From an optimization exercise on the open Yosys and OpenROAD flow, aimed at small area and a short achievable clock period; shortcuts taken in it are not production practice.
Function was checked by simulation only, so behaviour that the tests miss may differ from the original.

== nickel ==
Design MPCA_top, start of the top module:
module MPCA_top (
    input              clk,
    input      [127:0] packets,
    input       [11:0] channel_load,
    input        [8:0] channel_capacity,
    input       [63:0] KEY,
    output reg  [15:0] grant_channel
);
reg [127:0] packets_r;
reg  [11:0] channel_load_r;
reg   [8:0] channel_capacity_r;
reg  [63:0] KEY_r;
wire [15:0] grant_channel_w;
always @(posedge clk) begin
    packets_r          <= packets;
    channel_load_r     <= channel_load;
    channel_capacity_r <= channel_capacity;
    KEY_r              <= KEY;
    grant_channel      <= grant_channel_w;
end
MPCA u_mpca (
    .packets          (packets_r),
    .channel_load     (channel_load_r),
    .channel_capacity (channel_capacity_r),
    .KEY              (KEY_r),
    .grant_channel    (grant_channel_w)
);
endmodule
Settings: LEC_CHECK=0, ABC_AREA=1, CAP_MARGIN=20, CORE_MARGIN=2, CORE_UTILIZATION=40, SLEW_MARGIN=20; clock period 55.0 ns.
standard.sh (not shown) runs the stock make flow with config.mk's settings and CLKGATE_MAP_FILE= SYNTH_SCRIPT=/design/flow/synth_recipe.tcl, a recipe that flattens the netlist after the stock synthesis.
==> flow/flow/run.sh <==
#!/bin/bash
# The standard layout (standard.sh) with two changes to how it is made:
# - synthesis maps no full/half adder cells (ADDER_MAP_FILE empty), so ABC
#   maps all of the arbiter's logic itself, seeing whole paths; registers,
#   flattening and names are as in the standard synthesis;
# - every input and output port is still buffered, with the smallest buffer
#   (sky130_fd_sc_hd__buf_1) instead of the resizer's pick.
# The clock, the SDC and all other settings are left as they are.
set -euo pipefail
export ADDER_MAP_FILE=
export BUFFER_PORTS_ARGS="-buffer_cell sky130_fd_sc_hd__buf_1"
bash standard.sh > standard_flow.log 2>&1
nickel finished end to end and its layout was clean on timing, DRC and antenna.
Relative to nickel, the following input files were edited for onyx:
==> flow/flow/run.sh <==
#!/bin/bash
# The standard layout (standard.sh) with three changes to how it is made:
# - synthesis maps no full/half adder cells (ADDER_MAP_FILE empty), so ABC
#   maps all of the arbiter's logic itself, seeing whole paths; registers,
#   flattening and names are as in the standard synthesis;
# - every input and output port is still buffered, with the smallest buffer
#   (sky130_fd_sc_hd__buf_1) instead of the resizer's pick;
# - the resizer's setup repair aims at a shorter period than the clock's:
#   SETUP_SLACK_MARGIN asks repair_timing for that much positive slack.
# The clock, the SDC and all other settings are left as they are.
set -euo pipefail
export ADDER_MAP_FILE=
export BUFFER_PORTS_ARGS="-buffer_cell sky130_fd_sc_hd__buf_1"
export SETUP_SLACK_MARGIN=33
export TNS_END_PERCENT=5
bash standard.sh > standard_flow.log 2>&1
--- outcome ---
- The multi-input gate share of the layout cell area of onyx falls short of that of nickel by 1.1 points.
- Comparing nickel against onyx, there is no change at all in total of endpoints with negative setup slack in the final report.
- Re total area of multi-input combinational cells: nickel and onyx aren't equal, and the lower value belongs to nickel.
- Max global-route usage across nickel and onyx: onyx
- Cmp onyx vs nickel: detailed-route wire length per cell higher in onyx
- First-pass GRT wire length (onyx over nickel): increase, 3.4%
- Taking nickel as the reference point, the routed wire length of onyx rises by 4.3%.
- onyx against nickel: cell count went up 373; clock slew at the register clock pins of the worst setup and hold paths held.
The inputs of indigo differ from those of onyx as listed below.
Settings: CORE_UTILIZATION now 50, was 40; PLACE_DENSITY now 0.68, previously not set.
==> flow/flow/run.sh <==
#!/bin/bash
# The standard layout (standard.sh) with these changes to how it is made:
# - synthesis maps no full/half adder cells (ADDER_MAP_FILE empty), so ABC
#   maps all of the arbiter's logic itself, seeing whole paths; registers,
#   flattening and names are as in the standard synthesis;
# - every input and output port is still buffered, with the smallest buffer
#   (sky130_fd_sc_hd__buf_1) instead of the resizer's pick;
set -euo pipefail
export ADDER_MAP_FILE=
export BUFFER_PORTS_ARGS="-buffer_cell sky130_fd_sc_hd__buf_1"
export TNS_END_PERCENT=5
SETUP_SLACK_MARGIN=31.5 bash standard.sh cts > standard_to_cts.log 2>&1
SETUP_SLACK_MARGIN=30.5 bash standard.sh > standard_finish.log 2>&1
Notes after the runs:
[indigo] vias after detailed routing fell about 1.3% relative to onyx
Delta (indigo minus onyx): minimum period implied by the final worst setup slack climbed 0.92 ns; global-route usage higher.
Floorplan die width: indigo < onyx
[compare] base=onyx new=indigo: sequential share of layout area went up 1.1 points, fmax went down 3.9%, required time at the worst-slack endpoint held, core utilization went up 5.8 points, global routing usage on met2 went up 6.9 points.
Compare onyx and indigo | worst hold slack higher: indigo
Clock skew: onyx vs indigo, no meaningful difference

========
## before
Another version of the RTL of MPCA_top (not shown whole).
For scale: ~8,600 cells after synthesis, roughly 260 flip-flops, roughly 0.047 mm^2 of cells after synthesis.
export LEC_CHECK = 0
export ABC_AREA = 1
export CAP_MARGIN = 20
export CORE_MARGIN = 2
export CORE_UTILIZATION = 50
export PLACE_DENSITY = 0.68
export SLEW_MARGIN = 20
create_clock -name core_clock -period 55.0 [get_ports {clk}]
==> flow/flow/run.sh <==
#!/bin/bash
# The standard layout (standard.sh) with these changes to how it is made:
# - synthesis maps no full/half adder cells (ADDER_MAP_FILE empty), so ABC
#   maps all of the arbiter's logic itself, seeing whole paths; registers,
#   flattening and names are as in the standard synthesis;
# - every input and output port is still buffered, with the smallest buffer
#   (sky130_fd_sc_hd__buf_1) instead of the resizer's pick;
set -euo pipefail
export ADDER_MAP_FILE=
export BUFFER_PORTS_ARGS="-buffer_cell sky130_fd_sc_hd__buf_1"
export TNS_END_PERCENT=5
SETUP_SLACK_MARGIN=31.5 bash standard.sh cts > standard_to_cts.log 2>&1
SETUP_SLACK_MARGIN=30.5 bash standard.sh > standard_finish.log 2>&1
Looking at the reports, before completed the entire flow and the layout it produced met the timing, design-rule and antenna checks.
--- input diff before..after ---
- CORE_UTILIZATION changed from 50 to 40
- PLACE_DENSITY removed (was 0.68)
- Going from before to after, clock-buffer cell count rose about 20%; total routing resource utilization after global routing lost 6.5 points; worst setup slack went up by 0.24 ns; wire length now larger; relative area change from synthesis to final layout climbed 1.1 points.
- Going from before to after, maximum frequency went up 1.1%.

static timing again, ports no longer ideal:
The flow's constraints put no driver on any port. The routed layouts listed below were extracted and timed again, unchanged, in two steps. Step 1 (the two cells are an assumption about what drives the block):
set clk [get_ports {clk}]
set_driving_cell -lib_cell sky130_fd_sc_hd__clkbuf_16 $clk
set_driving_cell -lib_cell sky130_fd_sc_hd__buf_2 [delete_from_list [all_inputs] $clk]
Step 2 moves the port delays by t, midway between the first and last clock arrival at a register: inputs arrive t later, outputs are due t later. That takes back most of the time a late clock gives input paths. Three values: ideal, step 1, step 2; two values: the first two.
run	t, ns	slack for setup (ns)	worst register clock-pin slew, ns	worst slew at a driven data input, ns
nickel	0.691	27.434 / 27.434 / 27.434	0.08 / 0.08	0.12
onyx	0.695	32.300 / 32.300 / 32.300	0.08 / 0.08	0.12
indigo	0.712	31.381 / 31.381 / 31.381	0.08 / 0.08	0.11
before	0.691	32.180 / 32.180 / 32.180	0.08 / 0.08	0.09
after	0.711	32.420 / 32.420 / 32.420	0.07 / 0.07	0.09
After both steps every run listed still meets setup and hold.
